Context: an optimization exercise on an open-source flow, tuned for small area, a short achievable clock period and few clock cycles per item. The choices shown serve that exercise and are no tape-out recipe. Function was not checked in any run shown here: the RTL went through the layout flow alone.

<file path="design/flow/design.v">
module bmul (
    input wire [13:0] a,
    input wire [15:0] b,
    input wire neg,
    input wire rnd,
    input wire [15:0] ea,
    input wire [8:0] eb,
    output wire [15:0] p
);
    wire [16:0] be = {b, 1'b0};
    wire [14:0] ae = {a[13], a};
    wire n0 = be[2] ^ neg;
    wire o0 = be[1] ^ be[0];
    wire t0 = (be[2] & ~be[1] & ~be[0]) | (~be[2] & be[1] & be[0]);
    wire p0_0 = (o0 & ae[0]) ^ n0;
    wire p0_1 = ((o0 & ae[1]) | (t0 & ae[0])) ^ n0;
    wire p0_2 = ((o0 & ae[2]) | (t0 & ae[1])) ^ n0;
    wire p0_3 = ((o0 & ae[3]) | (t0 & ae[2])) ^ n0;
    wire p0_4 = ((o0 & ae[4]) | (t0 & ae[3])) ^ n0;
    wire p0_5 = ((o0 & ae[5]) | (t0 & ae[4])) ^ n0;
    wire p0_6 = ((o0 & ae[6]) | (t0 & ae[5])) ^ n0;
    wire p0_7 = ((o0 & ae[7]) | (t0 & ae[6])) ^ n0;
    wire p0_8 = ((o0 & ae[8]) | (t0 & ae[7])) ^ n0;
    wire p0_9 = ((o0 & ae[9]) | (t0 & ae[8])) ^ n0;
    wire p0_10 = ((o0 & ae[10]) | (t0 & ae[9])) ^ n0;
    wire p0_11 = ((o0 & ae[11]) | (t0 & ae[10])) ^ n0;
    wire p0_12 = ((o0 & ae[12]) | (t0 & ae[11])) ^ n0;
    wire p0_13 = ((o0 & ae[13]) | (t0 & ae[12])) ^ n0;
    wire p0_14 = ~(((o0 & ae[14]) | (t0 & ae[13])) ^ n0);
    wire n1 = be[4] ^ neg;
    wire o1 = be[3] ^ be[2];
    wire t1 = (be[4] & ~be[3] & ~be[2]) | (~be[4] & be[3] & be[2]);
    wire p1_0 = (o1 & ae[0]) ^ n1;
    wire p1_1 = ((o1 & ae[1]) | (t1 & ae[0])) ^ n1;
    wire p1_2 = ((o1 & ae[2]) | (t1 & ae[1])) ^ n1;
    wire p1_3 = ((o1 & ae[3]) | (t1 & ae[2])) ^ n1;
    wire p1_4 = ((o1 & ae[4]) | (t1 & ae[3])) ^ n1;
    wire p1_5 = ((o1 & ae[5]) | (t1 & ae[4])) ^ n1;
    wire p1_6 = ((o1 & ae[6]) | (t1 & ae[5])) ^ n1;
    wire p1_7 = ((o1 & ae[7]) | (t1 & ae[6])) ^ n1;
    wire p1_8 = ((o1 & ae[8]) | (t1 & ae[7])) ^ n1;
    wire p1_9 = ((o1 & ae[9]) | (t1 & ae[8])) ^ n1;
    wire p1_10 = ((o1 & ae[10]) | (t1 & ae[9])) ^ n1;
    wire p1_11 = ((o1 & ae[11]) | (t1 & ae[10])) ^ n1;
    wire p1_12 = ((o1 & ae[12]) | (t1 & ae[11])) ^ n1;
    wire p1_13 = ((o1 & ae[13]) | (t1 & ae[12])) ^ n1;
    wire p1_14 = ~(((o1 & ae[14]) | (t1 & ae[13])) ^ n1);
    wire n2 = be[6] ^ neg;
    wire o2 = be[5] ^ be[4];
    wire t2 = (be[6] & ~be[5] & ~be[4]) | (~be[6] & be[5] & be[4]);
    wire p2_0 = (o2 & ae[0]) ^ n2;
    wire p2_1 = ((o2 & ae[1]) | (t2 & ae[0])) ^ n2;
    wire p2_2 = ((o2 & ae[2]) | (t2 & ae[1])) ^ n2;
    wire p2_3 = ((o2 & ae[3]) | (t2 & ae[2])) ^ n2;
    wire p2_4 = ((o2 & ae[4]) | (t2 & ae[3])) ^ n2;
    wire p2_5 = ((o2 & ae[5]) | (t2 & ae[4])) ^ n2;
    wire p2_6 = ((o2 & ae[6]) | (t2 & ae[5])) ^ n2;
    wire p2_7 = ((o2 & ae[7]) | (t2 & ae[6])) ^ n2;
    wire p2_8 = ((o2 & ae[8]) | (t2 & ae[7])) ^ n2;
    wire p2_9 = ((o2 & ae[9]) | (t2 & ae[8])) ^ n2;
    wire p2_10 = ((o2 & ae[10]) | (t2 & ae[9])) ^ n2;
    wire p2_11 = ((o2 & ae[11]) | (t2 & ae[10])) ^ n2;
    wire p2_12 = ((o2 & ae[12]) | (t2 & ae[11])) ^ n2;
    wire p2_13 = ((o2 & ae[13]) | (t2 & ae[12])) ^ n2;
    wire p2_14 = ~(((o2 & ae[14]) | (t2 & ae[13])) ^ n2);
    wire n3 = be[8] ^ neg;
    wire o3 = be[7] ^ be[6];
    wire t3 = (be[8] & ~be[7] & ~be[6]) | (~be[8] & be[7] & be[6]);
    wire p3_0 = (o3 & ae[0]) ^ n3;
    wire p3_1 = ((o3 & ae[1]) | (t3 & ae[0])) ^ n3;
    wire p3_2 = ((o3 & ae[2]) | (t3 & ae[1])) ^ n3;
    wire p3_3 = ((o3 & ae[3]) | (t3 & ae[2])) ^ n3;
    wire p3_4 = ((o3 & ae[4]) | (t3 & ae[3])) ^ n3;
    wire p3_5 = ((o3 & ae[5]) | (t3 & ae[4])) ^ n3;
    wire p3_6 = ((o3 & ae[6]) | (t3 & ae[5])) ^ n3;
    wire p3_7 = ((o3 & ae[7]) | (t3 & ae[6])) ^ n3;
    wire p3_8 = ((o3 & ae[8]) | (t3 & ae[7])) ^ n3;
    wire p3_9 = ((o3 & ae[9]) | (t3 & ae[8])) ^ n3;
    wire p3_10 = ((o3 & ae[10]) | (t3 & ae[9])) ^ n3;
    wire p3_11 = ((o3 & ae[11]) | (t3 & ae[10])) ^ n3;
    wire p3_12 = ((o3 & ae[12]) | (t3 & ae[11])) ^ n3;
    wire p3_13 = ((o3 & ae[13]) | (t3 & ae[12])) ^ n3;
    wire p3_14 = ~(((o3 & ae[14]) | (t3 & ae[13])) ^ n3);
    wire n4 = be[10] ^ neg;
    wire o4 = be[9] ^ be[8];
    wire t4 = (be[10] & ~be[9] & ~be[8]) | (~be[10] & be[9] & be[8]);
    wire p4_0 = (o4 & ae[0]) ^ n4;
    wire p4_1 = ((o4 & ae[1]) | (t4 & ae[0])) ^ n4;
    wire p4_2 = ((o4 & ae[2]) | (t4 & ae[1])) ^ n4;
    wire p4_3 = ((o4 & ae[3]) | (t4 & ae[2])) ^ n4;
    wire p4_4 = ((o4 & ae[4]) | (t4 & ae[3])) ^ n4;
    wire p4_5 = ((o4 & ae[5]) | (t4 & ae[4])) ^ n4;
    wire p4_6 = ((o4 & ae[6]) | (t4 & ae[5])) ^ n4;
    wire p4_7 = ((o4 & ae[7]) | (t4 & ae[6])) ^ n4;
    wire p4_8 = ((o4 & ae[8]) | (t4 & ae[7])) ^ n4;
    wire p4_9 = ((o4 & ae[9]) | (t4 & ae[8])) ^ n4;
    wire p4_10 = ((o4 & ae[10]) | (t4 & ae[9])) ^ n4;
    wire p4_11 = ((o4 & ae[11]) | (t4 & ae[10])) ^ n4;
    wire p4_12 = ((o4 & ae[12]) | (t4 & ae[11])) ^ n4;
    wire p4_13 = ((o4 & ae[13]) | (t4 & ae[12])) ^ n4;
    wire p4_14 = ~(((o4 & ae[14]) | (t4 & ae[13])) ^ n4);
    wire n5 = be[12] ^ neg;
    wire o5 = be[11] ^ be[10];
    wire t5 = (be[12] & ~be[11] & ~be[10]) | (~be[12] & be[11] & be[10]);
    wire p5_0 = (o5 & ae[0]) ^ n5;
    wire p5_1 = ((o5 & ae[1]) | (t5 & ae[0])) ^ n5;
    wire p5_2 = ((o5 & ae[2]) | (t5 & ae[1])) ^ n5;
    wire p5_3 = ((o5 & ae[3]) | (t5 & ae[2])) ^ n5;
    wire p5_4 = ((o5 & ae[4]) | (t5 & ae[3])) ^ n5;
    wire p5_5 = ((o5 & ae[5]) | (t5 & ae[4])) ^ n5;
    wire p5_6 = ((o5 & ae[6]) | (t5 & ae[5])) ^ n5;
    wire p5_7 = ((o5 & ae[7]) | (t5 & ae[6])) ^ n5;
    wire p5_8 = ((o5 & ae[8]) | (t5 & ae[7])) ^ n5;
    wire p5_9 = ((o5 & ae[9]) | (t5 & ae[8])) ^ n5;
    wire p5_10 = ((o5 & ae[10]) | (t5 & ae[9])) ^ n5;
    wire p5_11 = ((o5 & ae[11]) | (t5 & ae[10])) ^ n5;
    wire p5_12 = ((o5 & ae[12]) | (t5 & ae[11])) ^ n5;
    wire p5_13 = ((o5 & ae[13]) | (t5 & ae[12])) ^ n5;
    wire p5_14 = ~(((o5 & ae[14]) | (t5 & ae[13])) ^ n5);
    wire n6 = be[14] ^ neg;
    wire o6 = be[13] ^ be[12];
    wire t6 = (be[14] & ~be[13] & ~be[12]) | (~be[14] & be[13] & be[12]);
    wire p6_0 = (o6 & ae[0]) ^ n6;
    wire p6_1 = ((o6 & ae[1]) | (t6 & ae[0])) ^ n6;
    wire p6_2 = ((o6 & ae[2]) | (t6 & ae[1])) ^ n6;
    wire p6_3 = ((o6 & ae[3]) | (t6 & ae[2])) ^ n6;
    wire p6_4 = ((o6 & ae[4]) | (t6 & ae[3])) ^ n6;
    wire p6_5 = ((o6 & ae[5]) | (t6 & ae[4])) ^ n6;
    wire p6_6 = ((o6 & ae[6]) | (t6 & ae[5])) ^ n6;
    wire p6_7 = ((o6 & ae[7]) | (t6 & ae[6])) ^ n6;
    wire p6_8 = ((o6 & ae[8]) | (t6 & ae[7])) ^ n6;
    wire p6_9 = ((o6 & ae[9]) | (t6 & ae[8])) ^ n6;
    wire p6_10 = ((o6 & ae[10]) | (t6 & ae[9])) ^ n6;
    wire p6_11 = ((o6 & ae[11]) | (t6 & ae[10])) ^ n6;
    wire p6_12 = ((o6 & ae[12]) | (t6 & ae[11])) ^ n6;
    wire p6_13 = ((o6 & ae[13]) | (t6 & ae[12])) ^ n6;
    wire p6_14 = ~(((o6 & ae[14]) | (t6 & ae[13])) ^ n6);
    wire n7 = be[16] ^ neg;
    wire o7 = be[15] ^ be[14];
    wire t7 = (be[16] & ~be[15] & ~be[14]) | (~be[16] & be[15] & be[14]);
    wire p7_0 = (o7 & ae[0]) ^ n7;
    wire p7_1 = ((o7 & ae[1]) | (t7 & ae[0])) ^ n7;
    wire p7_2 = ((o7 & ae[2]) | (t7 & ae[1])) ^ n7;
    wire p7_3 = ((o7 & ae[3]) | (t7 & ae[2])) ^ n7;
    wire p7_4 = ((o7 & ae[4]) | (t7 & ae[3])) ^ n7;
    wire p7_5 = ((o7 & ae[5]) | (t7 & ae[4])) ^ n7;
    wire p7_6 = ((o7 & ae[6]) | (t7 & ae[5])) ^ n7;
    wire p7_7 = ((o7 & ae[7]) | (t7 & ae[6])) ^ n7;
    wire p7_8 = ((o7 & ae[8]) | (t7 & ae[7])) ^ n7;
    wire p7_9 = ((o7 & ae[9]) | (t7 & ae[8])) ^ n7;
    wire p7_10 = ((o7 & ae[10]) | (t7 & ae[9])) ^ n7;
    wire p7_11 = ((o7 & ae[11]) | (t7 & ae[10])) ^ n7;
    wire p7_12 = ((o7 & ae[12]) | (t7 & ae[11])) ^ n7;
    wire w1 = rnd ^ n0 ^ p0_0;
    wire w2 = (rnd & n0) | (rnd & p0_0) | (n0 & p0_0);
    wire w3 = rnd ^ n1 ^ p0_2;
    wire w4 = (rnd & n1) | (rnd & p0_2) | (n1 & p0_2);
    wire w5 = rnd ^ p0_3 ^ p1_1;
    wire w6 = (rnd & p0_3) | (rnd & p1_1) | (p0_3 & p1_1);
    wire w7 = rnd ^ n2 ^ p0_4;
    wire w8 = (rnd & n2) | (rnd & p0_4) | (n2 & p0_4);
    wire w9 = rnd ^ p0_5 ^ p1_3;
    wire w10 = (rnd & p0_5) | (rnd & p1_3) | (p0_5 & p1_3);
    wire w11 = rnd ^ n3 ^ p0_6;
    wire w12 = (rnd & n3) | (rnd & p0_6) | (n3 & p0_6);
    wire w13 = p1_4 ^ p2_2 ^ p3_0;
    wire w14 = (p1_4 & p2_2) | (p1_4 & p3_0) | (p2_2 & p3_0);
    wire w15 = rnd ^ p0_7 ^ p1_5;
    wire w16 = (rnd & p0_7) | (rnd & p1_5) | (p0_7 & p1_5);
    wire w17 = rnd ^ n4 ^ p0_8;
    wire w18 = (rnd & n4) | (rnd & p0_8) | (n4 & p0_8);
    wire w19 = p1_6 ^ p2_4 ^ p3_2;
    wire w20 = (p1_6 & p2_4) | (p1_6 & p3_2) | (p2_4 & p3_2);
    wire w21 = rnd ^ p0_9 ^ p1_7;
    wire w22 = (rnd & p0_9) | (rnd & p1_7) | (p0_9 & p1_7);
    wire w23 = p2_5 ^ p3_3 ^ p4_1;
    wire w24 = (p2_5 & p3_3) | (p2_5 & p4_1) | (p3_3 & p4_1);
    wire w25 = rnd ^ n5 ^ p0_10;
    wire w26 = (rnd & n5) | (rnd & p0_10) | (n5 & p0_10);
    wire w27 = p1_8 ^ p2_6 ^ p3_4;
    wire w28 = (p1_8 & p2_6) | (p1_8 & p3_4) | (p2_6 & p3_4);
    wire w29 = ea[0] ^ eb[0] ^ p0_11;
    wire w30 = (ea[0] & eb[0]) | (ea[0] & p0_11) | (eb[0] & p0_11);
    wire w31 = p1_9 ^ p2_7 ^ p3_5;
    wire w32 = (p1_9 & p2_7) | (p1_9 & p3_5) | (p2_7 & p3_5);
    wire w33 = ea[1] ^ eb[1] ^ n6;
    wire w34 = (ea[1] & eb[1]) | (ea[1] & n6) | (eb[1] & n6);
    wire w35 = p0_12 ^ p1_10 ^ p2_8;
    wire w36 = (p0_12 & p1_10) | (p0_12 & p2_8) | (p1_10 & p2_8);
    wire w37 = p3_6 ^ p4_4 ^ p5_2;
    wire w38 = (p3_6 & p4_4) | (p3_6 & p5_2) | (p4_4 & p5_2);
    wire w39 = ea[2] ^ eb[2] ^ p0_13;
    wire w40 = (ea[2] & eb[2]) | (ea[2] & p0_13) | (eb[2] & p0_13);
    wire w41 = p1_11 ^ p2_9 ^ p3_7;
    wire w42 = (p1_11 & p2_9) | (p1_11 & p3_7) | (p2_9 & p3_7);
    wire w43 = p4_5 ^ p5_3 ^ p6_1;
    wire w44 = (p4_5 & p5_3) | (p4_5 & p6_1) | (p5_3 & p6_1);
    wire w45 = ea[3] ^ eb[3] ^ 1'b1;
    wire w46 = (ea[3] & eb[3]) | (ea[3] & 1'b1) | (eb[3] & 1'b1);
    wire w47 = n7 ^ p0_14 ^ p1_12;
    wire w48 = (n7 & p0_14) | (n7 & p1_12) | (p0_14 & p1_12);
    wire w49 = p2_10 ^ p3_8 ^ p4_6;
    wire w50 = (p2_10 & p3_8) | (p2_10 & p4_6) | (p3_8 & p4_6);
    wire w51 = p5_4 ^ p6_2 ^ p7_0;
    wire w52 = (p5_4 & p6_2) | (p5_4 & p7_0) | (p6_2 & p7_0);
    wire w53 = ea[4] ^ eb[4] ^ 1'b1;
    wire w54 = (ea[4] & eb[4]) | (ea[4] & 1'b1) | (eb[4] & 1'b1);
    wire w55 = p1_13 ^ p2_11 ^ p3_9;
    wire w56 = (p1_13 & p2_11) | (p1_13 & p3_9) | (p2_11 & p3_9);
    wire w57 = p4_7 ^ p5_5 ^ p6_3;
    wire w58 = (p4_7 & p5_5) | (p4_7 & p6_3) | (p5_5 & p6_3);
    wire w59 = ea[5] ^ eb[5] ^ p1_14;
    wire w60 = (ea[5] & eb[5]) | (ea[5] & p1_14) | (eb[5] & p1_14);
    wire w61 = p2_12 ^ p3_10 ^ p4_8;
    wire w62 = (p2_12 & p3_10) | (p2_12 & p4_8) | (p3_10 & p4_8);
    wire w63 = p5_6 ^ p6_4 ^ p7_2;
    wire w64 = (p5_6 & p6_4) | (p5_6 & p7_2) | (p6_4 & p7_2);
    wire w65 = ea[6] ^ eb[6] ^ 1'b1;
    wire w66 = (ea[6] & eb[6]) | (ea[6] & 1'b1) | (eb[6] & 1'b1);
    wire w67 = p2_13 ^ p3_11 ^ p4_9;
    wire w68 = (p2_13 & p3_11) | (p2_13 & p4_9) | (p3_11 & p4_9);
    wire w69 = p5_7 ^ p6_5 ^ p7_3;
    wire w70 = (p5_7 & p6_5) | (p5_7 & p7_3) | (p6_5 & p7_3);
    wire w71 = ea[7] ^ eb[7] ^ p2_14;
    wire w72 = (ea[7] & eb[7]) | (ea[7] & p2_14) | (eb[7] & p2_14);
    wire w73 = p3_12 ^ p4_10 ^ p5_8;
    wire w74 = (p3_12 & p4_10) | (p3_12 & p5_8) | (p4_10 & p5_8);
    wire w75 = ea[8] ^ eb[8] ^ 1'b1;
    wire w76 = (ea[8] & eb[8]) | (ea[8] & 1'b1) | (eb[8] & 1'b1);
    wire w77 = p3_13 ^ p4_11 ^ p5_9;
    wire w78 = (p3_13 & p4_11) | (p3_13 & p5_9) | (p4_11 & p5_9);
    wire w79 = ea[9] ^ p3_14 ^ p4_12;
    wire w80 = (ea[9] & p3_14) | (ea[9] & p4_12) | (p3_14 & p4_12);
    wire w81 = p5_10 ^ p6_8 ^ p7_6;
    wire w82 = (p5_10 & p6_8) | (p5_10 & p7_6) | (p6_8 & p7_6);
    wire w83 = ea[10] ^ 1'b1 ^ p4_13;
    wire w84 = (ea[10] & 1'b1) | (ea[10] & p4_13) | (1'b1 & p4_13);
    wire w85 = p5_11 ^ p6_9 ^ p7_7;
    wire w86 = (p5_11 & p6_9) | (p5_11 & p7_7) | (p6_9 & p7_7);
    wire w87 = ea[11] ^ p4_14 ^ p5_12;
    wire w88 = (ea[11] & p4_14) | (ea[11] & p5_12) | (p4_14 & p5_12);
    wire w89 = ea[12] ^ 1'b1 ^ p5_13;
    wire w90 = (ea[12] & 1'b1) | (ea[12] & p5_13) | (1'b1 & p5_13);
    wire w91 = ea[13] ^ p5_14 ^ p6_12;
    wire w92 = (ea[13] & p5_14) | (ea[13] & p6_12) | (p5_14 & p6_12);
    wire w93 = ea[14] ^ 1'b1 ^ p6_13;
    wire w94 = (ea[14] & 1'b1) | (ea[14] & p6_13) | (1'b1 & p6_13);
    wire w95 = ~ea[15] ^ 1'b1 ^ p6_14;
    wire w96 = (~ea[15] & 1'b1) | (~ea[15] & p6_14) | (1'b1 & p6_14);
    wire w97 = rnd ^ p0_1 ^ w2;
    wire w98 = (rnd & p0_1) | (rnd & w2) | (p0_1 & w2);
    wire w99 = p1_2 ^ p2_0 ^ w6;
    wire w100 = (p1_2 & p2_0) | (p1_2 & w6) | (p2_0 & w6);
    wire w101 = p2_1 ^ w8 ^ w9;
    wire w102 = (p2_1 & w8) | (p2_1 & w9) | (w8 & w9);
    wire w103 = w10 ^ w11 ^ w13;
    wire w104 = (w10 & w11) | (w10 & w13) | (w11 & w13);
    wire w105 = p2_3 ^ p3_1 ^ w12;
    wire w106 = (p2_3 & p3_1) | (p2_3 & w12) | (p3_1 & w12);
    wire w107 = p4_0 ^ w16 ^ w17;
    wire w108 = (p4_0 & w16) | (p4_0 & w17) | (w16 & w17);
    wire w109 = w18 ^ w20 ^ w21;
    wire w110 = (w18 & w20) | (w18 & w21) | (w20 & w21);
    wire w111 = p4_2 ^ p5_0 ^ w22;
    wire w112 = (p4_2 & p5_0) | (p4_2 & w22) | (p5_0 & w22);
    wire w113 = w24 ^ w25 ^ w27;
    wire w114 = (w24 & w25) | (w24 & w27) | (w25 & w27);
    wire w115 = p4_3 ^ p5_1 ^ w26;
    wire w116 = (p4_3 & p5_1) | (p4_3 & w26) | (p5_1 & w26);
    wire w117 = w28 ^ w29 ^ w31;
    wire w118 = (w28 & w29) | (w28 & w31) | (w29 & w31);
    wire w119 = p6_0 ^ w33 ^ w30;
    wire w120 = (p6_0 & w33) | (p6_0 & w30) | (w33 & w30);
    wire w121 = w32 ^ w35 ^ w37;
    wire w122 = (w32 & w35) | (w32 & w37) | (w35 & w37);
    wire w123 = w34 ^ w36 ^ w38;
    wire w124 = (w34 & w36) | (w34 & w38) | (w36 & w38);
    wire w125 = w39 ^ w41 ^ w43;
    wire w126 = (w39 & w41) | (w39 & w43) | (w41 & w43);
    wire w127 = w45 ^ w40 ^ w42;
    wire w128 = (w45 & w40) | (w45 & w42) | (w40 & w42);
    wire w129 = w44 ^ w47 ^ w49;
    wire w130 = (w44 & w47) | (w44 & w49) | (w47 & w49);
    wire w131 = p7_1 ^ w46 ^ w53;
    wire w132 = (p7_1 & w46) | (p7_1 & w53) | (w46 & w53);
    wire w133 = w48 ^ w50 ^ w52;
    wire w134 = (w48 & w50) | (w48 & w52) | (w50 & w52);
    wire w135 = w54 ^ w56 ^ w58;
    wire w136 = (w54 & w56) | (w54 & w58) | (w56 & w58);
    wire w137 = w59 ^ w61 ^ w63;
    wire w138 = (w59 & w61) | (w59 & w63) | (w61 & w63);
    wire w139 = w65 ^ w60 ^ w62;
    wire w140 = (w65 & w60) | (w65 & w62) | (w60 & w62);
    wire w141 = w64 ^ w67 ^ w69;
    wire w142 = (w64 & w67) | (w64 & w69) | (w67 & w69);
    wire w143 = p6_6 ^ p7_4 ^ w66;
    wire w144 = (p6_6 & p7_4) | (p6_6 & w66) | (p7_4 & w66);
    wire w145 = w68 ^ w70 ^ w71;
    wire w146 = (w68 & w70) | (w68 & w71) | (w70 & w71);
    wire w147 = p6_7 ^ p7_5 ^ w75;
    wire w148 = (p6_7 & p7_5) | (p6_7 & w75) | (p7_5 & w75);
    wire w149 = w72 ^ w74 ^ w77;
    wire w150 = (w72 & w74) | (w72 & w77) | (w74 & w77);
    wire w151 = w76 ^ w78 ^ w79;
    wire w152 = (w76 & w78) | (w76 & w79) | (w78 & w79);
    wire w153 = w80 ^ w82 ^ w83;
    wire w154 = (w80 & w82) | (w80 & w83) | (w82 & w83);
    wire w155 = p6_10 ^ p7_8 ^ w84;
    wire w156 = (p6_10 & p7_8) | (p6_10 & w84) | (p7_8 & w84);
    wire w157 = p6_11 ^ p7_9 ^ w88;
    wire w158 = (p6_11 & p7_9) | (p6_11 & w88) | (p7_9 & w88);
    wire w159 = p7_10 ^ w90 ^ w91;
    wire w160 = (p7_10 & w90) | (p7_10 & w91) | (w90 & w91);
    wire w161 = p7_11 ^ w92 ^ w93;
    wire w162 = (p7_11 & w92) | (p7_11 & w93) | (w92 & w93);
    wire w163 = p7_12 ^ w94 ^ w95;
    wire w164 = (p7_12 & w94) | (p7_12 & w95) | (w94 & w95);
    wire w165 = p1_0 ^ w3 ^ w98;
    wire w166 = (p1_0 & w3) | (p1_0 & w98) | (w3 & w98);
    wire w167 = w14 ^ w15 ^ w104;
    wire w168 = (w14 & w15) | (w14 & w104) | (w15 & w104);
    wire w169 = w19 ^ w106 ^ w107;
    wire w170 = (w19 & w106) | (w19 & w107) | (w106 & w107);
    wire w171 = w23 ^ w108 ^ w109;
    wire w172 = (w23 & w108) | (w23 & w109) | (w108 & w109);
    wire w173 = w110 ^ w111 ^ w113;
    wire w174 = (w110 & w111) | (w110 & w113) | (w111 & w113);
    wire w175 = w112 ^ w114 ^ w115;
    wire w176 = (w112 & w114) | (w112 & w115) | (w114 & w115);
    wire w177 = w116 ^ w118 ^ w119;
    wire w178 = (w116 & w118) | (w116 & w119) | (w118 & w119);
    wire w179 = w120 ^ w122 ^ w123;
    wire w180 = (w120 & w122) | (w120 & w123) | (w122 & w123);
    wire w181 = w51 ^ w124 ^ w126;
    wire w182 = (w51 & w124) | (w51 & w126) | (w124 & w126);
    wire w183 = w55 ^ w57 ^ w131;
    wire w184 = (w55 & w57) | (w55 & w131) | (w57 & w131);
    wire w185 = w128 ^ w130 ^ w133;
    wire w186 = (w128 & w130) | (w128 & w133) | (w130 & w133);
    wire w187 = w132 ^ w134 ^ w135;
    wire w188 = (w132 & w134) | (w132 & w135) | (w134 & w135);
    wire w189 = w136 ^ w138 ^ w139;
    wire w190 = (w136 & w138) | (w136 & w139) | (w138 & w139);
    wire w191 = w73 ^ w143 ^ w140;
    wire w192 = (w73 & w143) | (w73 & w140) | (w143 & w140);
    wire w193 = w144 ^ w147 ^ w146;
    wire w194 = (w144 & w147) | (w144 & w146) | (w147 & w146);
    wire w195 = w81 ^ w148 ^ w150;
    wire w196 = (w81 & w148) | (w81 & w150) | (w148 & w150);
    wire w197 = w85 ^ w152 ^ w153;
    wire w198 = (w85 & w152) | (w85 & w153) | (w152 & w153);
    wire w199 = w86 ^ w87 ^ w154;
    wire w200 = (w86 & w87) | (w86 & w154) | (w87 & w154);
    wire w201 = w89 ^ w156 ^ w157;
    wire w202 = (w89 & w156) | (w89 & w157) | (w156 & w157);
    wire w203 = w4 ^ w5 ^ w166;
    wire w204 = (w4 & w5) | (w4 & w166) | (w5 & w166);
    wire w205 = w117 ^ w174 ^ w175;
    wire w206 = (w117 & w174) | (w117 & w175) | (w174 & w175);
    wire w207 = w121 ^ w176 ^ w177;
    wire w208 = (w121 & w176) | (w121 & w177) | (w176 & w177);
    wire w209 = w125 ^ w178 ^ w179;
    wire w210 = (w125 & w178) | (w125 & w179) | (w178 & w179);
    wire w211 = w127 ^ w129 ^ w180;
    wire w212 = (w127 & w129) | (w127 & w180) | (w129 & w180);
    wire w213 = w183 ^ w182 ^ w185;
    wire w214 = (w183 & w182) | (w183 & w185) | (w182 & w185);
    wire w215 = w137 ^ w184 ^ w186;
    wire w216 = (w137 & w184) | (w137 & w186) | (w184 & w186);
    wire w217 = w141 ^ w188 ^ w189;
    wire w218 = (w141 & w188) | (w141 & w189) | (w188 & w189);
    wire w219 = w142 ^ w145 ^ w190;
    wire w220 = (w142 & w145) | (w142 & w190) | (w145 & w190);
    wire w221 = w149 ^ w192 ^ w193;
    wire w222 = (w149 & w192) | (w149 & w193) | (w192 & w193);
    wire w223 = w151 ^ w194 ^ w195;
    wire w224 = (w151 & w194) | (w151 & w195) | (w194 & w195);
    wire w225 = w155 ^ w198 ^ w199;
    wire w226 = (w155 & w198) | (w155 & w199) | (w198 & w199);
    wire w227 = w158 ^ w159 ^ w202;
    wire w228 = (w158 & w159) | (w158 & w202) | (w159 & w202);
    wire w229 = w7 ^ w99 ^ w204;
    wire w230 = (w7 & w99) | (w7 & w204) | (w99 & w204);
    wire w231 = w181 ^ w210 ^ w211;
    wire w232 = (w181 & w210) | (w181 & w211) | (w210 & w211);
    wire w233 = w187 ^ w214 ^ w215;
    wire w234 = (w187 & w214) | (w187 & w215) | (w214 & w215);
    wire w235 = w191 ^ w218 ^ w219;
    wire w236 = (w191 & w218) | (w191 & w219) | (w218 & w219);
    wire w237 = w196 ^ w197 ^ w224;
    wire w238 = (w196 & w197) | (w196 & w224) | (w197 & w224);
    wire w239 = w200 ^ w201 ^ w226;
    wire w240 = (w200 & w201) | (w200 & w226) | (w201 & w226);
    wire w241 = w160 ^ w161 ^ w228;
    wire w242 = (w160 & w161) | (w160 & w228) | (w161 & w228);
    wire w243 = w100 ^ w101 ^ w230;
    wire w244 = (w100 & w101) | (w100 & w230) | (w101 & w230);
    wire w245 = w212 ^ w213 ^ w232;
    wire w246 = (w212 & w213) | (w212 & w232) | (w213 & w232);
    wire w247 = w216 ^ w217 ^ w234;
    wire w248 = (w216 & w217) | (w216 & w234) | (w217 & w234);
    wire w249 = w220 ^ w221 ^ w236;
    wire w250 = (w220 & w221) | (w220 & w236) | (w221 & w236);
    wire w251 = w162 ^ w163 ^ w242;
    wire w252 = (w162 & w163) | (w162 & w242) | (w163 & w242);
    wire w253 = w102 ^ w103 ^ w244;
    wire w254 = (w102 & w103) | (w102 & w244) | (w103 & w244);
    wire w255 = w222 ^ w223 ^ w250;
    wire w256 = (w222 & w223) | (w222 & w250) | (w223 & w250);
    wire w257 = w105 ^ w167 ^ w254;
    wire w258 = (w105 & w167) | (w105 & w254) | (w167 & w254);
    wire w259 = w168 ^ w169 ^ w258;
    wire w260 = (w168 & w169) | (w168 & w258) | (w169 & w258);
    wire w261 = w170 ^ w171 ^ w260;
    wire w262 = (w170 & w171) | (w170 & w260) | (w171 & w260);
    wire w263 = w172 ^ w173 ^ w262;
    wire w264 = (w172 & w173) | (w172 & w262) | (w173 & w262);
    wire w265 = w264 & w205;
    wire w266 = w264 ^ w205;
    wire w267 = w206 & w207;
    wire w268 = w206 ^ w207;
    wire w269 = w208 & w209;
    wire w270 = w208 ^ w209;
    wire w271 = w233 & w246;
    wire w272 = w233 ^ w246;
    wire w273 = w235 & w248;
    wire w274 = w235 ^ w248;
    wire w275 = w237 & w256;
    wire w276 = w237 ^ w256;
    wire w277 = w225 & w238;
    wire w278 = w225 ^ w238;
    wire w279 = w227 & w240;
    wire w280 = w227 ^ w240;
    wire w281 = w203 & w165;
    wire w282 = w243 & w229;
    wire w283 = w257 & w253;
    wire w284 = w261 & w259;
    wire w285 = w266 & w263;
    wire w286 = w269 | (w270 & w267);
    wire w287 = w270 & w268;
    wire w288 = w245 & w231;
    wire w289 = w247 & w271;
    wire w290 = w247 & w272;
    wire w291 = w249 & w273;
    wire w292 = w249 & w274;
    wire w293 = w276 & w255;
    wire w294 = w239 & w277;
    wire w295 = w239 & w278;
    wire w296 = w241 & w279;
    wire w297 = w241 & w280;
    wire w298 = w253 & w282;
    wire w299 = w283 & w282;
    wire w300 = w263 & w284;
    wire w301 = w285 & w284;
    wire w302 = w231 & w286;
    wire w303 = w231 & w287;
    wire w304 = w288 & w286;
    wire w305 = w288 & w287;
    wire w306 = w273 | (w274 & w289);
    wire w307 = w274 & w290;
    wire w308 = w291 | (w292 & w289);
    wire w309 = w292 & w290;
    wire w310 = w277 | (w278 & w275);
    wire w311 = w278 & w293;
    wire w312 = w294 | (w295 & w275);
    wire w313 = w295 & w293;
    wire w314 = w251 & w296;
    wire w315 = w251 & w297;
    wire w316 = w267 | (w268 & w265);
    wire w317 = w268 & w301;
    wire w318 = w286 | (w287 & w265);
    wire w319 = w287 & w301;
    wire w320 = w302 | (w303 & w265);
    wire w321 = w303 & w301;
    wire w322 = w304 | (w305 & w265);
    wire w323 = w305 & w301;
    wire w324 = w255 & w308;
    wire w325 = w255 & w309;
    wire w326 = w275 | (w293 & w308);
    wire w327 = w293 & w309;
    wire w328 = w310 | (w311 & w308);
    wire w329 = w311 & w309;
    wire w330 = w312 | (w313 & w308);
    wire w331 = w313 & w309;
    wire w332 = w279 | (w280 & w330);
    wire w333 = w280 & w331;
    wire w334 = w296 | (w297 & w330);
    wire w335 = w297 & w331;
    wire w336 = w314 | (w315 & w330);
    wire w337 = w315 & w331;
    wire w338 = w271 | (w272 & w322);
    wire w339 = w289 | (w290 & w322);
    wire w340 = w306 | (w307 & w322);
    wire w341 = w308 | (w309 & w322);
    wire w342 = w324 | (w325 & w322);
    wire w343 = w326 | (w327 & w322);
    wire w344 = w328 | (w329 & w322);
    wire w345 = w330 | (w331 & w322);
    wire w346 = w332 | (w333 & w322);
    wire w347 = w334 | (w335 & w322);
    wire w348 = w336 | (w337 & w322);
    wire w349 = w268 ^ w265;
    wire w350 = w270 ^ w316;
    wire w351 = w231 ^ w318;
    wire w352 = w245 ^ w320;
    wire w353 = w272 ^ w322;
    wire w354 = w247 ^ w338;
    wire w355 = w274 ^ w339;
    wire w356 = w249 ^ w340;
    wire w357 = w255 ^ w341;
    wire w358 = w276 ^ w342;
    wire w359 = w278 ^ w343;
    wire w360 = w239 ^ w344;
    wire w361 = w280 ^ w345;
    wire w362 = w241 ^ w346;
    wire w363 = w251 ^ w347;
    assign p = {w363, w362, w361, w360, w359, w358, w357, w356, w355, w354, w353, w352, w351, w350, w349, w266};
endmodule
module pre85 (
    input wire [14:0] X2,
    output wire [9:0] u1
);
    wire w1 = X2[0] ^ X2[2] ^ X2[0];
    wire w2 = (X2[0] & X2[2]) | (X2[0] & X2[0]) | (X2[2] & X2[0]);
    wire w3 = X2[0] ^ X2[2] ^ X2[4];
    wire w4 = (X2[0] & X2[2]) | (X2[0] & X2[4]) | (X2[2] & X2[4]);
    wire w5 = X2[1] ^ X2[3] ^ X2[5];
    wire w6 = (X2[1] & X2[3]) | (X2[1] & X2[5]) | (X2[3] & X2[5]);
    wire w7 = X2[0] ^ X2[2] ^ X2[4];
    wire w8 = (X2[0] & X2[2]) | (X2[0] & X2[4]) | (X2[2] & X2[4]);
    wire w9 = X2[1] ^ X2[3] ^ X2[5];
    wire w10 = (X2[1] & X2[3]) | (X2[1] & X2[5]) | (X2[3] & X2[5]);
    wire w11 = X2[2] ^ X2[4] ^ X2[6];
    wire w12 = (X2[2] & X2[4]) | (X2[2] & X2[6]) | (X2[4] & X2[6]);
    wire w13 = X2[3] ^ X2[5] ^ X2[7];
    wire w14 = (X2[3] & X2[5]) | (X2[3] & X2[7]) | (X2[5] & X2[7]);
    wire w15 = X2[4] ^ X2[6] ^ X2[8];
    wire w16 = (X2[4] & X2[6]) | (X2[4] & X2[8]) | (X2[6] & X2[8]);
    wire w17 = X2[5] ^ X2[7] ^ X2[9];
    wire w18 = (X2[5] & X2[7]) | (X2[5] & X2[9]) | (X2[7] & X2[9]);
    wire w19 = X2[6] ^ X2[8] ^ X2[10];
    wire w20 = (X2[6] & X2[8]) | (X2[6] & X2[10]) | (X2[8] & X2[10]);
    wire w21 = X2[7] ^ X2[9] ^ X2[11];
    wire w22 = (X2[7] & X2[9]) | (X2[7] & X2[11]) | (X2[9] & X2[11]);
    wire w23 = X2[8] ^ X2[10] ^ X2[12];
    wire w24 = (X2[8] & X2[10]) | (X2[8] & X2[12]) | (X2[10] & X2[12]);
    wire w25 = X2[9] ^ X2[11] ^ X2[13];
    wire w26 = (X2[9] & X2[11]) | (X2[9] & X2[13]) | (X2[11] & X2[13]);
    wire w27 = X2[10] ^ X2[12] ^ X2[14];
    wire w28 = (X2[10] & X2[12]) | (X2[10] & X2[14]) | (X2[12] & X2[14]);
    wire w29 = X2[1] ^ X2[3] ^ w2;
    wire w30 = (X2[1] & X2[3]) | (X2[1] & w2) | (X2[3] & w2);
    wire w31 = X2[6] ^ X2[0] ^ w6;
    wire w32 = (X2[6] & X2[0]) | (X2[6] & w6) | (X2[0] & w6);
    wire w33 = X2[7] ^ w8 ^ w9;
    wire w34 = (X2[7] & w8) | (X2[7] & w9) | (w8 & w9);
    wire w35 = X2[8] ^ w10 ^ w11;
    wire w36 = (X2[8] & w10) | (X2[8] & w11) | (w10 & w11);
    wire w37 = X2[9] ^ w12 ^ w13;
    wire w38 = (X2[9] & w12) | (X2[9] & w13) | (w12 & w13);
    wire w39 = X2[10] ^ w14 ^ w15;
    wire w40 = (X2[10] & w14) | (X2[10] & w15) | (w14 & w15);
    wire w41 = X2[11] ^ w16 ^ w17;
    wire w42 = (X2[11] & w16) | (X2[11] & w17) | (w16 & w17);
    wire w43 = X2[12] ^ w18 ^ w19;
    wire w44 = (X2[12] & w18) | (X2[12] & w19) | (w18 & w19);
    wire w45 = X2[13] ^ w20 ^ w21;
    wire w46 = (X2[13] & w20) | (X2[13] & w21) | (w20 & w21);
    wire w47 = X2[14] ^ w22 ^ w23;
    wire w48 = (X2[14] & w22) | (X2[14] & w23) | (w22 & w23);
    wire w49 = X2[11] ^ X2[13] ^ w28;
    wire w50 = (X2[11] & X2[13]) | (X2[11] & w28) | (X2[13] & w28);
    wire w51 = X2[0] ^ w3 ^ w30;
    wire w52 = (X2[0] & w3) | (X2[0] & w30) | (w3 & w30);
    wire w53 = w24 ^ w25 ^ w48;
    wire w54 = (w24 & w25) | (w24 & w48) | (w25 & w48);
    wire w55 = X2[12] ^ X2[14] ^ w50;
    wire w56 = (X2[12] & X2[14]) | (X2[12] & w50) | (X2[14] & w50);
    wire w57 = w4 ^ w5 ^ w52;
    wire w58 = (w4 & w5) | (w4 & w52) | (w5 & w52);
    wire w59 = w26 ^ w27 ^ w54;
    wire w60 = (w26 & w27) | (w26 & w54) | (w27 & w54);
    wire w61 = w7 ^ w31 ^ w58;
    wire w62 = (w7 & w31) | (w7 & w58) | (w31 & w58);
    wire w63 = w32 ^ w33 ^ w62;
    wire w64 = (w32 & w33) | (w32 & w62) | (w33 & w62);
    wire w65 = w34 ^ w35 ^ w64;
    wire w66 = (w34 & w35) | (w34 & w64) | (w35 & w64);
    wire w67 = w36 ^ w37 ^ w66;
    wire w68 = (w36 & w37) | (w36 & w66) | (w37 & w66);
    wire w69 = w38 ^ w39 ^ w68;
    wire w70 = (w38 & w39) | (w38 & w68) | (w39 & w68);
    wire w71 = w40 ^ w41 ^ w70;
    wire w72 = (w40 & w41) | (w40 & w70) | (w41 & w70);
    wire w73 = w42 ^ w43 ^ w72;
    wire w74 = (w42 & w43) | (w42 & w72) | (w43 & w72);
    wire w75 = w44 ^ w45 ^ w74;
    wire w76 = (w44 & w45) | (w44 & w74) | (w45 & w74);
    wire w77 = w46 ^ w47 ^ w76;
    wire w78 = (w46 & w47) | (w46 & w76) | (w47 & w76);
    wire w79 = X2[0] & X2[0];
    wire w80 = X2[0] ^ X2[0];
    wire w81 = w78 & w53;
    wire w82 = w78 ^ w53;
    wire w83 = w49 & w60;
    wire w84 = w49 ^ w60;
    wire w85 = X2[13] & w56;
    wire w86 = X2[13] ^ w56;
    wire w87 = X2[1] & w79;
    wire w88 = w29 & w1;
    wire w89 = w57 & w51;
    wire w90 = w63 & w61;
    wire w91 = w67 & w65;
    wire w92 = w71 & w69;
    wire w93 = w75 & w73;
    wire w94 = w82 & w77;
    wire w95 = w84 & w59;
    wire w96 = w86 & w55;
    wire w97 = w1 & w87;
    wire w98 = w88 & w87;
    wire w99 = w61 & w89;
    wire w100 = w90 & w89;
    wire w101 = w69 & w91;
    wire w102 = w92 & w91;
    wire w103 = w77 & w93;
    wire w104 = w94 & w93;
    wire w105 = w55 & w83;
    wire w106 = w55 & w95;
    wire w107 = w85 | (w96 & w83);
    wire w108 = w96 & w95;
    wire w109 = w51 & w98;
    wire w110 = w89 & w98;
    wire w111 = w99 & w98;
    wire w112 = w100 & w98;
    wire w113 = w73 & w102;
    wire w114 = w93 & w102;
    wire w115 = w103 & w102;
    wire w116 = w104 & w102;
    wire w117 = X2[14] & w107;
    wire w118 = X2[14] & w108;
    wire w119 = w65 & w112;
    wire w120 = w91 & w112;
    wire w121 = w101 & w112;
    wire w122 = w102 & w112;
    wire w123 = w113 & w112;
    wire w124 = w114 & w112;
    wire w125 = w115 & w112;
    wire w126 = w81 | (w116 & w112);
    wire w127 = w59 & w126;
    wire w128 = w83 | (w95 & w126);
    wire w129 = w105 | (w106 & w126);
    wire w130 = w107 | (w108 & w126);
    wire w131 = w117 | (w118 & w126);
    wire w132 = w71 ^ w121;
    wire w133 = w73 ^ w122;
    wire w134 = w75 ^ w123;
    wire w135 = w77 ^ w124;
    wire w136 = w82 ^ w125;
    wire w137 = w59 ^ w126;
    wire w138 = w84 ^ w127;
    wire w139 = w55 ^ w128;
    wire w140 = w86 ^ w129;
    wire w141 = X2[14] ^ w130;
    assign u1 = {w141, w140, w139, w138, w137, w136, w135, w134, w133, w132};
endmodule
module pre2 (
    input wire [13:0] T,
    input wire s,
    output wire [8:0] q
);
    wire m3 = ~s & T[0];
    wire m4 = s ? T[0] : T[1];
    wire m5 = s ? T[1] : T[2];
    wire m6 = s ? T[2] : T[3];
    wire m7 = s ? T[3] : T[4];
    wire m8 = s ? T[4] : T[5];
    wire m9 = s ? T[5] : T[6];
    wire m10 = s ? T[6] : T[7];
    wire m11 = s ? T[7] : T[8];
    wire m12 = s ? T[8] : T[9];
    wire m13 = s ? T[9] : T[10];
    wire m14 = s ? T[10] : T[11];
    wire m15 = s ? T[11] : T[12];
    wire m16 = s ? T[12] : T[13];
    wire m17 = s & T[13];
    wire w1 = T[3] ^ s ^ m3;
    wire w2 = (T[3] & s) | (T[3] & m3) | (s & m3);
    wire w3 = T[4] ^ s ^ m4;
    wire w4 = (T[4] & s) | (T[4] & m4) | (s & m4);
    wire w5 = T[5] ^ s ^ m5;
    wire w6 = (T[5] & s) | (T[5] & m5) | (s & m5);
    wire w7 = T[6] ^ s ^ m6;
    wire w8 = (T[6] & s) | (T[6] & m6) | (s & m6);
    wire w9 = T[7] ^ s ^ m7;
    wire w10 = (T[7] & s) | (T[7] & m7) | (s & m7);
    wire w11 = T[8] ^ s ^ m8;
    wire w12 = (T[8] & s) | (T[8] & m8) | (s & m8);
    wire w13 = T[9] ^ m9 ^ w12;
    wire w14 = (T[9] & m9) | (T[9] & w12) | (m9 & w12);
    wire w15 = T[10] ^ m10 ^ w14;
    wire w16 = (T[10] & m10) | (T[10] & w14) | (m10 & w14);
    wire w17 = T[11] ^ m11 ^ w16;
    wire w18 = (T[11] & m11) | (T[11] & w16) | (m11 & w16);
    wire w19 = T[12] ^ m12 ^ w18;
    wire w20 = (T[12] & m12) | (T[12] & w18) | (m12 & w18);
    wire w21 = T[13] ^ m13 ^ w20;
    wire w22 = (T[13] & m13) | (T[13] & w20) | (m13 & w20);
    wire w23 = T[0] & s;
    wire w24 = T[0] ^ s;
    wire w25 = T[1] & s;
    wire w26 = T[1] ^ s;
    wire w27 = T[2] & s;
    wire w28 = T[2] ^ s;
    wire w29 = w2 & w3;
    wire w30 = w2 ^ w3;
    wire w31 = w4 & w5;
    wire w32 = w4 ^ w5;
    wire w33 = w6 & w7;
    wire w34 = w6 ^ w7;
    wire w35 = w8 & w9;
    wire w36 = w8 ^ w9;
    wire w37 = w10 & w11;
    wire w38 = w10 ^ w11;
    wire w39 = w22 & m14;
    wire w40 = w22 ^ m14;
    wire w41 = w25 | (w26 & w23);
    wire w42 = w1 & w27;
    wire w43 = w1 & w28;
    wire w44 = w31 | (w32 & w29);
    wire w45 = w32 & w30;
    wire w46 = w35 | (w36 & w33);
    wire w47 = w36 & w34;
    wire w48 = w13 & w37;
    wire w49 = w13 & w38;
    wire w50 = w17 & w15;
    wire w51 = w21 & w19;
    wire w52 = m15 & w39;
    wire w53 = m15 & w40;
    wire w54 = m17 & m16;
    wire w55 = w27 | (w28 & w41);
    wire w56 = w42 | (w43 & w41);
    wire w57 = w33 | (w34 & w44);
    wire w58 = w34 & w45;
    wire w59 = w46 | (w47 & w44);
    wire w60 = w47 & w45;
    wire w61 = w15 & w48;
    wire w62 = w15 & w49;
    wire w63 = w50 & w48;
    wire w64 = w50 & w49;
    wire w65 = w40 & w51;
    wire w66 = w53 & w51;
    wire w67 = w29 | (w30 & w56);
    wire w68 = w44 | (w45 & w56);
    wire w69 = w57 | (w58 & w56);
    wire w70 = w59 | (w60 & w56);
    wire w71 = w19 & w63;
    wire w72 = w19 & w64;
    wire w73 = w51 & w63;
    wire w74 = w51 & w64;
    wire w75 = w39 | (w65 & w63);
    wire w76 = w65 & w64;
    wire w77 = w52 | (w66 & w63);
    wire w78 = w66 & w64;
    wire w79 = w37 | (w38 & w70);
    wire w80 = w48 | (w49 & w70);
    wire w81 = w61 | (w62 & w70);
    wire w82 = w63 | (w64 & w70);
    wire w83 = w71 | (w72 & w70);
    wire w84 = w73 | (w74 & w70);
    wire w85 = w75 | (w76 & w70);
    wire w86 = w77 | (w78 & w70);
    wire w87 = m16 & w86;
    wire w88 = w54 & w86;
    wire w89 = w13 ^ w79;
    wire w90 = w15 ^ w80;
    wire w91 = w17 ^ w81;
    wire w92 = w19 ^ w82;
    wire w93 = w21 ^ w83;
    wire w94 = w40 ^ w84;
    wire w95 = m15 ^ w85;
    wire w96 = m16 ^ w86;
    wire w97 = m17 ^ w87;
    assign q = {w97, w96, w95, w94, w93, w92, w91, w90, w89};
endmodule
module main (
    input wire [15:0] v, x,
    input wire clk, reset, start,
    output wire done,
    output wire [15:0] final_result
);
    reg [2:0] ph;
    reg done_r;
    reg [14:0] X2;
    reg [13:0] T;
    reg [15:0] F;
    wire ph0 = (ph == 3'd0);
    wire ph1 = (ph == 3'd1);
    wire ph2 = (ph == 3'd2);
    wire ph3 = (ph == 3'd3);
    wire ph4 = (ph == 3'd4);
    wire ph5 = (ph == 3'd5);
    wire [9:0] u1;
    pre85 p85 (.X2(X2), .u1(u1));
    wire [8:0] a23;
    pre2 p2 (.T(T), .s(ph2), .q(a23));
    wire [8:0] t9 = T[8:0];
    wire k1 = (t9 != 9'd0), k2 = (t9 >= 9'd90), k3 = (t9 >= 9'd179);
    wire k4 = (t9 >= 9'd268), k5 = (t9 >= 9'd357), k6 = (t9 >= 9'd446);
    wire [2:0] a4 = {k4, (k2 & ~k4) | k6, (k1 & ~k2) | (k3 & ~k4) | (k5 & ~k6)};
    wire [13:0] acc_a = ph1 ? 14'd2048 : F[13:0];
    wire [13:0] acc_b = ph1 ? {1'b1, ~X2[14:1]} : (ph3 ? ~T : T);
    wire acc_ci = ph1 ? ~X2[0] : ph3;
    wire [13:0] acc_n = acc_a + acc_b + {13'b0, acc_ci};
    wire [13:0] A = ({14{ph0}} & x[13:0]) | ({14{ph1}} & {4'b0, u1}) |
                    ({14{ph2 | ph3}} & {5'b0, a23}) | ({14{ph4}} & {11'b0, a4}) |
                    ({14{ph5}} & F[13:0]);
    wire [15:0] B = ph0 ? {{2{x[13]}}, x[13:0]} : (ph5 ? v : {1'b0, X2});
    wire [15:0] ea = ph4 ? {{2{F[13]}}, F[13:0]} : 16'd0;
    wire [8:0] eb = ph4 ? T[8:0] : 9'd0;
    wire [15:0] P;
    bmul mul (.a(A), .b(B), .neg(ph4), .rnd(ph2), .ea(ea), .eb(eb), .p(P));
    always @(posedge clk) begin
        if (reset) begin
            ph <= 3'd0;
            done_r <= 1'b0;
        end else begin
            case (ph)
                3'd0: if (start) begin ph <= 3'd1; done_r <= 1'b0; end
                3'd5: begin ph <= 3'd0; done_r <= 1'b1; end
                default: ph <= ph + 3'd1;
            endcase
        end
    end
    always @(posedge clk) begin
        if (ph0) X2 <= P[14:0];
        T <= P[13:0];
        if (ph4 | ph5) F <= P;
        else if (!ph0) F[13:0] <= acc_n;
    end
    assign done = done_r;
    assign final_result = F;
endmodule
</file>
<file path="design/flow/run.sh">
#!/bin/bash
# synth_recipe.tcl (not shown) runs the flow's synth.tcl, then flattens the netlist and writes it again
# the make line also repeats each setting of config.mk as NAME=value (left out here)
make -C /OpenROAD-flow-scripts/flow DESIGN_CONFIG=/design/flow/config.mk WORK_HOME=/design/flow/orfs CLKGATE_MAP_FILE= SYNTH_SCRIPT=/design/flow/synth_recipe.tcl finish
</file>
<file path="design/flow/config.mk">
export PLATFORM = sky130hd
export DESIGN_NAME = main
export DESIGN_NICKNAME = main
export VERILOG_FILES = /design/flow/design.v
export SDC_FILE = /design/flow/constraint.sdc
export NUM_CORES = 4
export LEC_CHECK = 0
export ABC_AREA = 1
export CAP_MARGIN = 20
export CORE_MARGIN = 2
export CORE_UTILIZATION = 40
export SETUP_SLACK_MARGIN = 5
export SLEW_MARGIN = 20
</file>
<file path="design/flow/constraint.sdc">
create_clock -name core_clock -period 13.0 [get_ports {clk}]
set_input_delay 2.6000 -clock core_clock [delete_from_list [all_inputs] [get_ports {clk}]]
set_output_delay 2.6000 -clock core_clock [all_outputs]
set_load 0.01 [all_outputs]
</file>
==> impl_metrics.toml, run 1 <==
[drt]
vias = 10300
dr.pass1.iters = 6
drt-total-wl_um = 34800
ant_nets = 0
drt_first_iter_violations = 773
drc = 0
wl_per_cell_um = 17.5
viasPerCell = 5.20

[finish]
mostFrequentLayoutCells = "nand2_1, inv_1, fa_1, xor2_1, nor2_1"
multi_input_area_um2 = 9160
fillers = 2744
final_common_cell = "nand2_1"
final_nets = 1850
area_growth_pct = 18.6
diodes = 0
regArea_um2 = 1290
drive_gt1_share_pct = 15.7
utilization_pct = 48.2

[worst_setup_path]
slowest_delay_ns = 0.56
path_common_cell = "fa_2"
crit_fanout = 4
crit_required_ns = 13.05
arrival_ns = 10.24
end_kind = "flip-flop"
critPathKind = "reg -> reg"
worst_path_max_delay_cell = "fa_1"
start_kind = "flip-flop"

[clock_tree]
ctsRootBufferMaster = "clkbuf_16"
clock_latency_ns = 0.30
hold_buffers = 0
clkTransAtPathRegs_ns = 0.07
cts_max_level = 2
cts_buffers = 5
cts.path.max_buffers = 2
cts_sinks = 49
cts_tree = "built"

[die]
start_util_pct = 40.7
die-area_um2 = 29600
io_pins = 52
num_rows = 61
core_area_um2 = 27800
die_x_um = 172
die_h_um = 172

[global_routing]
grt_pass1_wl_um = 55700
grt_pass1_vias = 10200
antenna_found_initial = 0
globalRouteOverflowTotal = 0
grt_usage_pct = 24.5
grt_max_degree = 35

[placement]
port-buffer-count = 49
routabilityCongestion = 0.906
dp_hpwl_um = 27400

[synth]
syn-num-nets = 1766
synth_flop_cell = "edfxtp_1"
synth.top_cell.area_share_pct = 28.5
syn-cell-area_um2 = 11300
synth_area_per_cell_um2 = 7.42
synth.distinct_cells = 51
synth-edff-count = 31
syn_inst = 1523
ys_warn_count = 1
ys_seq_area_share_pct = 11.4
netlist.top_cell.by_area = "fa_1"
ys_seq_elements = 49
synth_area_leaders = "fa_1, nand2_1, inv_1"
synthArstFlopShare_pct = 0

[flow_run]
maxCapViolations = 0

[sta]
slew-limit-headroom_pct = 36.2
skew_ns = 0.00959
fin_setup_tns_ns = 0
post-route-period-util_pct = 78.4
finalSetupViolCount = 0
worst_slew_pin_slew_ns = 0.956
drv_slew = 0
hold_viol = 0
clock.fmax_mhz = 98.2
period_minus_slack_ns = 10.19
rsz0062_at_grt = "yes"

[outcome]
status = "timing/DRC/antenna clean"

[worst_hold_path]
hp-class = "reg -> reg"
==> cell usage after synthesis, drive strengths merged (6+ instances only) <==
| cell type | n |
|---|---|
| a21oi | 48 |
| buf | 23 |
| clkbuf | 19 |
| dfxtp | 18 |
| edfxtp | 31 |
| fa | 161 |
| ha | 47 |
| inv | 317 |
| nand2 | 406 |
| nand3 | 61 |
| nor2 | 78 |
| nor3 | 6 |
| o21ai | 74 |
| o22ai | 64 |
| xnor2 | 17 |
| xor2 | 111 |
==> flip-flops by register name, indices dropped and copies added, names as in the netlist <==
register	flops
done_r	1
ph	3
X2	15
F	16
T	14
==> cell families (layout without fill, tap and decap cells) <==
logic type	Yosys count	count (layout)	share of synthesized area [%]
AND/OR/NAND/NOR	565	565	20.5
buffers and inverters	362	447	12.6
AO/OA/AOI/OAI	210	210	11.3
adder cells (fa/ha/maj)	208	208	33.7
XOR/XNOR	128	128	10.3
flip-flops	49	49	11.4
multiplexers	1	1	0.0886
==> final timing paths <==
kind,start,end,slack (ns),depth (start not counted)
max,X2[0]$_DFFE_PP_,F[15]$_DFFE_PP_,2.81,50
min,done_r$_SDFFE_PP0P_,done_r$_SDFFE_PP0P_,0.48,2
max reg2reg,X2[0]$_DFFE_PP_,F[15]$_DFFE_PP_,2.81,50
min reg2reg,done_r$_SDFFE_PP0P_,done_r$_SDFFE_PP0P_,0.48,2
==> area by class of cell <==
| type | count | area share (%) |
|---|---|---|
| clock buffers | 5 | 0.934 |
| clock inverters | 3 | 0.159 |
| inverters | 320 | 9.06 |
| multi-input cells | 1112 | 68.3 |
| flip-flops and latches | 49 | 9.64 |
| well taps | 378 | 3.53 |
| repair buffers | 119 | 8.34 |
==> per-layer routing <==
| layer | GRT usage, % | wire length, µm | up-vias |
|---|---|---|---|
| met3 | 2.98 | 2460 | 63 |
| met4 | 5.74 | 1080 | 0 |
| met5 | 0 | 0 | - |
| met1 | 34.1 | 15000 | 4999 |
| met2 | 40.8 | 16300 | 421 |
| li1 | - | - | 4854 |
==> worst max-delay path, delay by kind of cell, from the launching register on <==
kind,cells,cell delay (ns)
compound gates,6,0.55
flops,1,0.49
simple gates,15,1.46
fa+ha+maj,19,6.42
buf+inv,7,0.53
xor+xnor,3,0.46
==> per-stage QoR <==
step,instances,worst slack [ns],hold slack (ns),cell area [µm²]
after CTS,1976,2.79,0.480,13100
after global placement,1923,1.69,0.469,12200
final,1986,2.81,0.478,13400
after floorplan,1523,2.88,0.488,11400
after detailed placement,1923,1.64,0.470,12200
after global routing,1986,2.44,0.510,13400
==> timing repair <==
| action | 4_1_cts | 5_1_grt |
|---|---|---|
| resized for setup | 82 | 54 |
| pin swaps | 40 | 30 |
| buffers inserted | 45 | 10 |
| setup endpoints to repair | 45 | 45 |
==> run 2: changes to the inputs <==
--- a/design/flow/config.mk
+++ b/design/flow/config.mk
@@ -9,5 +9,4 @@
 export CAP_MARGIN = 20
 export CORE_MARGIN = 2
 export CORE_UTILIZATION = 40
-export SETUP_SLACK_MARGIN = 5
 export SLEW_MARGIN = 20
==> run 2 against run 1 <==
Synthesized cell count unchanged. Via count shrank 3.4%. Area after synthesis unchanged. Global-route usage is 0.17 points higher. Critical path depth grew 1. Still clean on timing, DRC and antenna. Highest routed layer unchanged. Clock skew about the same. Wire length is 0.29% higher. Register-to-register slack lost 1.4 ns. Final cell count decreased by 2.7%. Cell area shrank 7.9%.
==> impl_metrics.toml, run 2 <==
[outcome]
status = "timing/DRC/antenna clean"

[die]
die-area_um2 = 29600
core_area_um2 = 27800
die_h_um = 172
die_x_um = 172
io_pins = 52
start_util_pct = 40.7
num_rows = 61

[clock_tree]
clock_latency_ns = 0.31
cts_max_level = 2
clkTransAtPathRegs_ns = 0.08
hold_buffers = 0
cts_resized = 0
cts_buffers = 5
cts.path.max_buffers = 2
ctsRootBufferMaster = "clkbuf_16"
cts_sinks = 49
cts_setup_buffers = 0
cts_tree = "built"

[synth]
synthArstFlopShare_pct = 0
yosysMostFrequentCell = "nand2_1"
ys_seq_area_share_pct = 11.4
synth_area_leaders = "fa_1, nand2_1, inv_1"
syn-cell-area_um2 = 11300
synth.distinct_cells = 51
syn_inst = 1523
synth_flop_cell = "edfxtp_1"
synth.top_cell.area_share_pct = 28.5
ys_seq_elements = 49
ys_warn_count = 1
syn-num-nets = 1766
synth_area_per_cell_um2 = 7.42
netlist.top_cell.by_area = "fa_1"
synth_common_cells = "nand2_1, inv_1, fa_1, xor2_1, nor2_1"
synth-edff-count = 31

[sta]
worst_slew_pin_slew_ns = 0.899
clock.fmax_mhz = 86.5
period_minus_slack_ns = 11.56
fin_setup_tns_ns = 0
rsz0062_at_grt = "no"
skew_ns = 0.00950
drv_slew = 0
slew-limit-headroom_pct = 40.0
finalSetupViolCount = 0
hold_viol = 0
post-route-period-util_pct = 88.9

[worst_setup_path]
critPathBufInv = 8
start_kind = "flip-flop"
reg2reg_depth = 51
timing.rr.start = "X2[2]$_DFFE_PP_"
crit_required_ns = 13.06
r2r_end = "F[15]$_DFFE_PP_"
critPathKind = "reg -> reg"
crit_family = "adder cells"
slowest_delay_ns = 0.57
ff2ff_setup_slack_ns = 1.44
end_kind = "flip-flop"
critical_path_depth = 51
crit_fanout = 16
arrival_ns = 11.62
path_common_cell = "fa_1"
worst_path_max_delay_cell = "edfxtp_1"

[finish]
regMostFlops = "F"
largest_reg_flops = 16
mostFrequentLayoutCells = "nand2_1, inv_1, fa_1, xor2_1, nor2_1"
diodes = 0
area_growth_pct = 9.19
final_nets = 1796
drive_gt1_share_pct = 5.21
final_common_cell = "nand2_1"
reg_top3 = "F x16, X2 x15, T x14"

[drt]
dr.pass1.iters = 5
vias = 9984
drt_first_iter_violations = 795
wl_per_cell_um = 18.1
drc = 0
drt-total-wl_um = 34900
ant_nets = 0
viasPerCell = 5.17

[worst_hold_path]
hp-class = "reg -> reg"
hp-start = "done_r$_SDFFE_PP0P_"
whs_endpoint = "done_r$_SDFFE_PP0P_"
hold-path-cell-count = 2

[global_routing]
grt_pass1_vias = 10100
grt_max_degree = 35
grt_pass1_wl_um = 55600
grt_usage_pct = 24.7
antenna_found_initial = 0
globalRouteOverflowTotal = 0

[placement]
dp_hpwl_um = 28000
port-buffer-count = 49
routabilityCongestion = 0.907

[flow_run]
maxCapViolations = 0
==> run 2: layout make-up <==
type | count | area, µm²
flip-flops and latches | 49 | 1290
clock buffers | 6 | 129
well taps | 378 | 473
multi-input cells | 1112 | 8580
repair buffers | 65 | 611
fillers | 2890 | 15400
clock inverters | 2 | 38.8
inverters | 320 | 1210
==> run 2: how the worst max path moves through the flow <==
stage	endpoint	slack, ns	start
detailed placement	F[15]$_DFFE_PP_	1.41	X2[2]$_DFFE_PP_
global route	F[15]$_DFFE_PP_	0.70	X2[2]$_DFFE_PP_
global placement	F[13]$_DFFE_PP_	1.55	X2[1]$_DFFE_PP_
CTS	F[15]$_DFFE_PP_	1.38	X2[2]$_DFFE_PP_
finish	F[15]$_DFFE_PP_	1.44	X2[2]$_DFFE_PP_
floorplan	F[15]$_DFFE_PP_	2.54	X2[1]$_DFFE_PP_
==> run 2: cell families after synthesis <==
logic type | synth area share, %
and+or+nand+nor | 20.5
buffers and inverters | 12.6
AOI/OAI and AO/OA | 11.3
adders and majority gates | 33.7
xor gates and xnor gates | 10.3
DFF | 11.4
muxes | 0.0886
==> run 2: metrics by stage <==
stage / utilization [%] / hold WS, ns / cells / worst slack (ns) / area [µm²]
after CTS: 44.4 / 0.486 / 1932 / 1.38 / 12300
after global placement: 43.8 / 0.464 / 1924 / 1.55 / 12200
final: 44.4 / 0.487 / 1932 / 1.44 / 12300
after global routing: 44.4 / 0.506 / 1932 / 0.697 / 12300
after floorplan: - / 0.488 / 1523 / 2.54 / 11300
after detailed placement: 43.8 / 0.477 / 1924 / 1.41 / 12200
==> run 2: worst register-to-register path, delay by kind of cell, from the launching register on <==
family / cells / cell delay (ns)
flops: 1 / 0.57
compound gates: 5 / 0.65
buf+inv: 8 / 0.94
xor+xnor: 2 / 0.34
fa+ha+maj: 19 / 6.93
simple gates: 17 / 1.86
==> run 2: metal layers <==
layer / wire length, µm / vias up / global-route usage, % / part of all wire (%)
met5: 0 / - / 0 / 0
met4: 993 / 0 / 6.54 / 2.8
met3: 2380 / 65 / 2.45 / 6.8
met2: 16300 / 387 / 41.3 / 47
met1: 15200 / 4787 / 34.2 / 43
li1: - / 4745 / - / -

## what the ideal ports hide
How much do the figures lean on ideal ports? The routed layouts below were timed once more, with nothing changed but the port constraints. Step 1: set_driving_cell puts a clkbuf_16 on clk and a buf_2 on each other input, an assumption about the parent block. Step 2 also shifts input and output timing later by t, the mid clock arrival at the registers, as if the neighbouring blocks saw the same clock. Slacks: no drivers / after step 1 / after step 2; pairs: no drivers / after step 1.
run	shift t [ns]	slack for setup (ns)	worst setup path after step 2	worst data-port slew with drivers (ns)	pins driven straight from the clock port
run 1	0.335	2.814 / 2.814 / 2.814	register to register	0.04	1
run 2	0.342	1.439 / 1.439 / 1.439	register to register	0.04	1
After both steps setup and hold are still met in every run listed.
